Source: an optimization exercise on an open RTL-to-GDS flow (aim: small area, a short achievable clock period and few clock cycles). Production flows keep margins and buffers that such runs may drop. In this exercise RTL edits were held to simulation tests only and were not proved equivalent to the original.

==> try-nickel <==
Design fmultiplier, start of the top module:
module fmultiplier(
    input  wire        clk,
    input  wire        rst,
    input  wire        valid,       
    input  wire [31:0] a,
    input  wire [31:0] b,
    output reg  [31:0] z,
    output reg         out_valid    
);
==> flow/config.mk <==
export PLATFORM = sky130hd
export DESIGN_NAME = fmultiplier
export DESIGN_NICKNAME = fmultiplier
export VERILOG_FILES = /design/flow/design.v
export SDC_FILE = /design/flow/constraint.sdc
export NUM_CORES = 4
export LEC_CHECK = 0
export ABC_AREA = 1
export CAP_MARGIN = 20
export CORE_MARGIN = 2
export CORE_UTILIZATION = 40
export PLACE_DENSITY = 0.6
export SETUP_SLACK_MARGIN = 4.2
export SLEW_MARGIN = 20
export SYNTH_HIERARCHICAL = 1
==> flow/constraint.sdc <==
create_clock -name core_clock -period 10.0 [get_ports {clk}]
set_input_delay 2.0000 -clock core_clock [delete_from_list [all_inputs] [get_ports {clk}]]
set_output_delay 2.0000 -clock core_clock [all_outputs]
set_load 0.01 [all_outputs]
standard.sh (not shown) runs the stock make flow with config.mk's settings and CLKGATE_MAP_FILE= SYNTH_SCRIPT=/design/flow/synth_recipe.tcl, a recipe that flattens the netlist after the stock synthesis.
==> flow/flow/run.sh <==
#!/bin/bash
# Standard layout, with the ports buffered by buf cells instead of the delay
# buffer that buffer_ports picks by default.
export BUFFER_PORTS_ARGS="-buffer_cell sky130_fd_sc_hd__buf_2"
bash standard.sh > standard.log 2>&1
==> try-umber: changes against try-nickel <==
--- a/flow/design.v
+++ b/flow/design.v
@@ -641,23 +641,22 @@
     fmul_fa u_fa261 (.a(hc26), .b(fs219), .c(fc218), .s(fs261), .co(fc261));
     wire fs262, fc262;
     fmul_fa u_fa262 (.a(bm12[22]), .b(hs29), .c(fc219), .s(fs262), .co(fc262));
     wire fs263, fc263;
     fmul_fa u_fa263 (.a(~bn[11]), .b(bm12[23]), .c(hc29), .s(fs263), .co(fc263));
     wire [47:0] s_row = {fs263, fs262, fs261, fc259, fs259, fs258, fs257, fc255, fc254, fs254, fs253, fs252, fc250, fc249, fc248, fc247, fc246, fc245, fc244, fc243, fc242, fc241, fc240, fc239, fc238, fc237, fc236, fc235, fc234, fc233, fc232, fc231, fc230, fc229, fc228, fc227, fc226, fc225, fc224, fc223, fc222, fc221, fc220, hc31, hc30, bm1[0], bm0[1], bn[0]};
     wire [47:0] c_row = {fc262, fc261, fc260, fs260, fc258, fc257, fc256, fs256, fs255, fc253, fc252, fc251, fs251, fs250, fs249, fs248, fs247, fs246, fs245, fs244, fs243, fs242, fs241, fs240, fs239, fs238, fs237, fs236, fs235, fs234, fs233, fs232, fs231, fs230, fs229, fs228, fs227, fs226, fs225, fs224, fs223, fs222, fs221, fs220, hs31, hs30, 1'b0, bm0[0]};
-    wire        sub = a_ez | b_ez;                  
-    wire [4:0]  kn  = msb23(a_ez ? fa : fb);        
-    wire [7:0]  xo  = a_ez ? xb : xa;               
+    wire [4:0]  ka  = msb23(fa), kb = msb23(fb);    
     wire [8:0]  xs  = {1'b0, xa} + {1'b0, xb};
     wire signed [10:0] u_nn = $signed({2'b00, xs}) - 11'sd128;
-    wire signed [10:0] u_sn = $signed({3'b000, xo}) + $signed({6'd0, kn}) - 11'sd150;
-    wire signed [10:0] u  = sub ? u_sn : u_nn;
+    wire signed [10:0] u_an = $signed({3'b000, xb}) + $signed({6'd0, ka}) - 11'sd150;
+    wire signed [10:0] u_bn = $signed({3'b000, xa}) + $signed({6'd0, kb}) - 11'sd150;
+    wire signed [10:0] u  = a_ez ? u_an : (b_ez ? u_bn : u_nn);
     wire        nrm = ~u[10];                       
-    wire [4:0]  t1  = sub ? kn : 5'd23;             
+    wire [4:0]  t1  = a_ez ? ka : (b_ez ? kb : 5'd23);    
     wire signed [10:0] t2 = 11'sd151 - $signed({2'b00, xs});    
     wire        t2big = (xs < 9'd88);               
     wire [5:0]  t2c = t2big ? 6'd63 : t2[5:0];
     wire [5:0]  tsh = nrm ? {1'b0, t1} : t2c;       
     wire [7:0]  e_0 = nrm ? u[7:0] : 8'd0;          
     wire        ovf_hi = nrm & (u >= 11'sd254);
     wire        ovf_eq = nrm & (u == 11'sd253);
@@ -701,42 +700,47 @@
             r_v1 <= 1'b0;
             r_v2 <= 1'b0;
         end else begin
             r_v1 <= valid;
             r_v2 <= r_v1 & r_slow;
         end
     end
-    wire [48:K] p_hc = {r_s, 1'b1} + {r_c, r_cy};
-    wire [47:K] p_hi = p_hc[48:K+1];
+    wire [47:K] p_hi = r_s + r_c + {{(47-K){1'b0}}, r_cy};
     wire [47:0] p = {p_hi, r_plo};
     wire [70:0] x  = {p, 23'd0};
     wire [70:0] qx = x >> r_tsh;
     reg [47:0] lo1, lo0;
     integer k;
     always @(*) begin
         for (k = 0; k < 48; k = k + 1) begin
             lo1[k] = (k < r_tsh);
             lo0[k] = (k + 1 < r_tsh);
         end
     end
+    wire        sst1 = |(p & lo1);
+    wire        sst0 = |(p & lo0);
     always @(posedge clk) begin
         r_q    <= qx[47:22];
-        r_sst1 <= |(p & lo1);
-        r_sst0 <= |(p & lo0);
+        r_sst1 <= sst1;
+        r_sst0 <= sst0;
     end
     wire [47:22] q = r_v2 ? r_q : p[47:22];
     wire [7:0]  e_1 = r_e0 + 8'd1;
     wire [7:0]  e_2 = r_e0 + 8'd2;
-    wire        st1 = r_v2 ? r_sst1 : (p[22:0] != 23'd0);
-    wire        st0 = r_v2 ? r_sst0 : (p[21:0] != 22'd0);
+    wire        st1 = r_v2 ? r_sst1 : sst1;
+    wire        st0 = r_v2 ? r_sst0 : sst0;
     wire        inc_h = q[23] & (st1 | q[24]);
+    wire [30:0] pk_h0 = {e_2, q[46:24]};
+    wire [30:0] pk_h1 = pk_h0 + 31'd1;
+    wire [30:0] pk_h  = inc_h ? pk_h1 : pk_h0;
     wire        inc_l = q[22] & (st0 | q[23]);
-    wire        inc   = q[47] ? inc_h : inc_l;
-    wire [30:0] pk0   = q[47] ? {e_2, q[46:24]} : {(q[46] ? e_1 : r_e0), q[45:23]};
-    wire [30:0] pk    = pk0 + {30'd0, inc};
+    wire [30:0] pk_l0 = {(q[46] ? e_1 : r_e0), q[45:23]};
+    wire [30:0] pk_l1 = pk_l0 + 31'd1;
+    wire [30:0] pk_l  = inc_l ? pk_l1 : pk_l0;
+    wire [30:0] pk    = q[47] ? pk_h : pk_l;
     wire        ovf   = r_ovh | (r_ove & q[47]);
     always @(*) out_valid = (r_v1 & ~r_slow) | r_v2;
     always @(*) begin
         if (r_nan)
             z = 32'h7FC0_0000;
         else if (r_inf | ovf)
             z = {r_sz, 8'hFF, 23'd0};
SETUP_SLACK_MARGIN = 4.0   (was 4.2)
==> try-fjord: changes against try-nickel <==
--- a/flow/design.v
+++ b/flow/design.v
@@ -12,14 +12,27 @@
         integer i;
         begin
             msb23 = 5'd0;
             for (i = 0; i < 23; i = i + 1)
                 if (x[i]) msb23 = i[4:0];
         end
     endfunction
+    function automatic [4:0] tz24(input [23:0] x);
+        integer i;
+        reg found;
+        begin
+            tz24 = 5'd24;
+            found = 1'b0;
+            for (i = 0; i < 24; i = i + 1)
+                if (!found && x[i]) begin
+                    tz24 = i[4:0];
+                    found = 1'b1;
+                end
+        end
+    endfunction
     wire        sa = a[31], sb = b[31];
     wire [7:0]  ea = a[30:23], eb = b[30:23];
     wire [22:0] fa = a[22:0], fb = b[22:0];
     wire a_ez = (ea == 8'h00), b_ez = (eb == 8'h00);
     wire a_eo = (ea == 8'hFF), b_eo = (eb == 8'hFF);
     wire a_fz = (fa == 23'd0), b_fz = (fb == 23'd0);
     wire a_nan  = a_eo & ~a_fz, b_nan  = b_eo & ~b_fz;
@@ -37,16 +50,16 @@
     wire [24:0] bm0, bm1, bm2, bm3, bm4, bm5, bm6, bm7, bm8, bm9, bm10, bm11, bm12;
     wire [24:0] bmx [0:12];
     genvar gi;
     generate
         for (gi = 0; gi < 13; gi = gi + 1) begin : g_booth
             wire d2 = yb[2*gi+2], d1 = yb[2*gi+1], d0 = yb[2*gi];
             wire one = d1 ^ d0;
-            wire two = ~one & (d2 ^ d1);
-            assign bn[gi] = d2;
+            wire two = (d2 & ~d1 & ~d0) | (~d2 & d1 & d0);
+            assign bn[gi] = d2 & ~(d1 & d0);
             assign bmx[gi] = (({25{one}} & {1'b0, ma}) | ({25{two}} & {ma, 1'b0})) ^ {25{bn[gi]}};
         end
     endgenerate
     assign bm0 = bmx[0];   assign bm1 = bmx[1];   assign bm2 = bmx[2];
     assign bm3 = bmx[3];   assign bm4 = bmx[4];   assign bm5 = bmx[5];
     assign bm6 = bmx[6];   assign bm7 = bmx[7];   assign bm8 = bmx[8];
     assign bm9 = bmx[9];   assign bm10 = bmx[10]; assign bm11 = bmx[11];
@@ -641,102 +654,93 @@
     fmul_fa u_fa261 (.a(hc26), .b(fs219), .c(fc218), .s(fs261), .co(fc261));
     wire fs262, fc262;
     fmul_fa u_fa262 (.a(bm12[22]), .b(hs29), .c(fc219), .s(fs262), .co(fc262));
     wire fs263, fc263;
     fmul_fa u_fa263 (.a(~bn[11]), .b(bm12[23]), .c(hc29), .s(fs263), .co(fc263));
     wire [47:0] s_row = {fs263, fs262, fs261, fc259, fs259, fs258, fs257, fc255, fc254, fs254, fs253, fs252, fc250, fc249, fc248, fc247, fc246, fc245, fc244, fc243, fc242, fc241, fc240, fc239, fc238, fc237, fc236, fc235, fc234, fc233, fc232, fc231, fc230, fc229, fc228, fc227, fc226, fc225, fc224, fc223, fc222, fc221, fc220, hc31, hc30, bm1[0], bm0[1], bn[0]};
     wire [47:0] c_row = {fc262, fc261, fc260, fs260, fc258, fc257, fc256, fs256, fs255, fc253, fc252, fc251, fs251, fs250, fs249, fs248, fs247, fs246, fs245, fs244, fs243, fs242, fs241, fs240, fs239, fs238, fs237, fs236, fs235, fs234, fs233, fs232, fs231, fs230, fs229, fs228, fs227, fs226, fs225, fs224, fs223, fs222, fs221, fs220, hs31, hs30, 1'b0, bm0[0]};
-    wire        sub = a_ez | b_ez;                  
-    wire [4:0]  kn  = msb23(a_ez ? fa : fb);        
-    wire [7:0]  xo  = a_ez ? xb : xa;               
+    wire [4:0]  ka  = msb23(fa), kb = msb23(fb);    
+    wire [5:0]  tzs = tz24(ma) + tz24(mb);          
     wire [8:0]  xs  = {1'b0, xa} + {1'b0, xb};
     wire signed [10:0] u_nn = $signed({2'b00, xs}) - 11'sd128;
-    wire signed [10:0] u_sn = $signed({3'b000, xo}) + $signed({6'd0, kn}) - 11'sd150;
-    wire signed [10:0] u  = sub ? u_sn : u_nn;
+    wire signed [10:0] u_an = $signed({3'b000, xb}) + $signed({6'd0, ka}) - 11'sd150;
+    wire signed [10:0] u_bn = $signed({3'b000, xa}) + $signed({6'd0, kb}) - 11'sd150;
+    wire signed [10:0] u  = a_ez ? u_an : (b_ez ? u_bn : u_nn);
     wire        nrm = ~u[10];                       
-    wire [4:0]  t1  = sub ? kn : 5'd23;             
+    wire [4:0]  t1  = a_ez ? ka : (b_ez ? kb : 5'd23);    
     wire signed [10:0] t2 = 11'sd151 - $signed({2'b00, xs});    
     wire        t2big = (xs < 9'd88);               
     wire [5:0]  t2c = t2big ? 6'd63 : t2[5:0];
     wire [5:0]  tsh = nrm ? {1'b0, t1} : t2c;       
     wire [7:0]  e_0 = nrm ? u[7:0] : 8'd0;          
     wire        ovf_hi = nrm & (u >= 11'sd254);
     wire        ovf_eq = nrm & (u == 11'sd253);
     wire        special = is_nan | is_inf | is_zero;
-    wire        uf = (xs < 9'd103);                 
-    wire        slow = ~special & ~uf & (a_ez | b_ez | u_nn[10]);
+    wire        slow = ~special & (a_ez | b_ez | u_nn[10]);
     localparam K = 16;
     wire [K:0]  p_lo = {1'b0, s_row[K-1:0]} + {1'b0, c_row[K-1:0]};
     reg [47:K] r_s, r_c;
     reg [K-1:0] r_plo;
     reg        r_cy;
     reg [5:0]  r_tsh;
+    reg [5:0]  r_tzs;
     reg [7:0]  r_e0;
     reg        r_ovh, r_ove, r_sz, r_nan, r_inf, r_zero, r_slow;
     reg        r_v1;              
     reg        r_v2;              
     reg [47:22] r_q;              
-    reg         r_sst1, r_sst0;   
     wire        hold = r_v1 & r_slow;
     always @(posedge clk) begin
         r_s    <= s_row[47:K];
         r_c    <= c_row[47:K];
         r_plo  <= p_lo[K-1:0];
         r_cy   <= p_lo[K];
-        r_tsh  <= tsh;
     end
     always @(posedge clk) begin
         if (!hold) begin
             r_e0   <= e_0;
+            r_tsh  <= tsh;
+            r_tzs  <= tzs;
             r_ovh  <= ovf_hi & ~is_zero;
             r_ove  <= ovf_eq & ~is_zero;
             r_sz   <= sa ^ sb;
             r_nan  <= is_nan;
             r_inf  <= is_inf;
-            r_zero <= is_zero | uf;
+            r_zero <= is_zero;
             r_slow <= slow;
         end
     end
     always @(posedge clk or posedge rst) begin
         if (rst) begin
             r_v1 <= 1'b0;
             r_v2 <= 1'b0;
         end else begin
             r_v1 <= valid;
             r_v2 <= r_v1 & r_slow;
         end
     end
-    wire [48:K] p_hc = {r_s, 1'b1} + {r_c, r_cy};
-    wire [47:K] p_hi = p_hc[48:K+1];
+    wire [47:K] p_hi = r_s + r_c + {{(47-K){1'b0}}, r_cy};
     wire [47:0] p = {p_hi, r_plo};
     wire [70:0] x  = {p, 23'd0};
     wire [70:0] qx = x >> r_tsh;
-    reg [47:0] lo1, lo0;
-    integer k;
-    always @(*) begin
-        for (k = 0; k < 48; k = k + 1) begin
-            lo1[k] = (k < r_tsh);
-            lo0[k] = (k + 1 < r_tsh);
-        end
-    end
-    always @(posedge clk) begin
-        r_q    <= qx[47:22];
-        r_sst1 <= |(p & lo1);
-        r_sst0 <= |(p & lo0);
-    end
+    always @(posedge clk) r_q <= qx[47:22];
     wire [47:22] q = r_v2 ? r_q : p[47:22];
     wire [7:0]  e_1 = r_e0 + 8'd1;
     wire [7:0]  e_2 = r_e0 + 8'd2;
-    wire        st1 = r_v2 ? r_sst1 : (p[22:0] != 23'd0);
-    wire        st0 = r_v2 ? r_sst0 : (p[21:0] != 22'd0);
+    wire        st1 = (r_tzs < r_tsh);
+    wire        st0 = (r_tzs + 6'd1 < r_tsh);
     wire        inc_h = q[23] & (st1 | q[24]);
+    wire [30:0] pk_h0 = {e_2, q[46:24]};
+    wire [30:0] pk_h1 = pk_h0 + 31'd1;
+    wire [30:0] pk_h  = inc_h ? pk_h1 : pk_h0;
     wire        inc_l = q[22] & (st0 | q[23]);
-    wire        inc   = q[47] ? inc_h : inc_l;
-    wire [30:0] pk0   = q[47] ? {e_2, q[46:24]} : {(q[46] ? e_1 : r_e0), q[45:23]};
-    wire [30:0] pk    = pk0 + {30'd0, inc};
+    wire [30:0] pk_l0 = {(q[46] ? e_1 : r_e0), q[45:23]};
+    wire [30:0] pk_l1 = pk_l0 + 31'd1;
+    wire [30:0] pk_l  = inc_l ? pk_l1 : pk_l0;
+    wire [30:0] pk    = q[47] ? pk_h : pk_l;
     wire        ovf   = r_ovh | (r_ove & q[47]);
     always @(*) out_valid = (r_v1 & ~r_slow) | r_v2;
     always @(*) begin
         if (r_nan)
             z = 32'h7FC0_0000;
         else if (r_inf | ovf)
             z = {r_sz, 8'hFF, 23'd0};
SETUP_SLACK_MARGIN = 4.0   (was 4.2)
==> comparison table <==
metric                                                               try-nickel               try-fjord                 try-umber
Mean instance size in the synthesized netlist                        7.42 sq um              7.14 sq um                6.97 sq um
Core ar.                                                            58700 sq um             64600 sq um               64600 sq um
Register area share after synthesis                                       11.8%                   11.5%                     10.7%
Total routed wirelength                                                 89.9 mm                 97.5 mm                    103 mm
Post-Route Utilization                                                    48.2%                   45.3%                     47.5%
Number of resized instances in the post-cts repair step                     183                      41                       126
Worst-case register-to-register setup slack                             6.41 ns                 6.80 ns                   6.62 ns
Critical path buffers and inverters                                           6                       2                         4
Run status                                             timing/DRC/antenna clean  timing/DRC/antenna clean  timing/DRC/antenna clean
Critical Path Most Common Cell                           sky130_fd_sc_hd__buf_4   sky130_fd_sc_hd__fa_1  sky130_fd_sc_hd__nand2_1
Final-layout fill cell count                                               5692                    6636                      6585
Grt met2 use                                                              46.7%                   44.5%                     46.7%
XOR/XNOR Fraction of Synth Area                                           13.0%                   11.9%                     11.7%
WL per Instance                                                         21.9 um                 21.2 um                   21.8 um
Layout Area Growth over Synthesis                                         19.5%                   11.9%                     17.3%
Hold path startpoint                                           r_tsh[3]$_DFF_P_  r_tsh[5]$_SDFFCE_PP0N_          r_slow$_DFFE_PN_
Area of the die                                                     61100 sq um             67500 sq um               67400 sq um
Setup Buffers After CTS                                                      59                      10                        34
Critical path depth                                                          23                      10                        22
Chip height                                                              247 um                  260 um                    260 um
Top-area cell type share of the netlist area                              22.6%                   20.7%                     20.6%
Testbench counts of try-nickel, summed over its fixed seeds: cycles 16,082.
Testbench counts of try-umber, summed over its fixed seeds: cycles 16,082.
Testbench counts of try-fjord, summed over its fixed seeds: cycles 16,137.

[port drivers added, routing unchanged]
The flow's constraints put no driver on any port. The routed layouts listed below were extracted and timed again, unchanged, in two steps.
Step 1: set_driving_cell puts a clkbuf_16 on clk and a buf_2 on each other input, an assumption about the parent block.
Step 2, shift: input delay + t, output delay - t, t = (earliest + latest rising clock arrival at the registers) / 2. This alone moves slack from input paths to output paths.
Slacks: ideal ports / drivers / drivers and shift; pairs: ideal ports / drivers.
| run | t (ns) | setup slack, ns | hold slack, ns | worst slew at a driven data input, ns |
|---|---|---|---|---|
| try-nickel | 0.534 | 3.725 / 3.667 / 3.546 | 0.826 / 0.826 / 0.826 | 0.06 |
| try-umber | 0.539 | 4.044 / 3.982 / 3.569 | 0.882 / 0.882 / 0.882 | 0.05 |
| try-fjord | 0.504 | 4.053 / 4.094 / 3.590 | 0.807 / 0.807 / 0.807 | 0.11 |
After both steps setup and hold are still met in every run listed. For try-umber, which loses most, drivers alone change the setup slack by -0.062 ns; drivers and shift together by -0.475 ns.
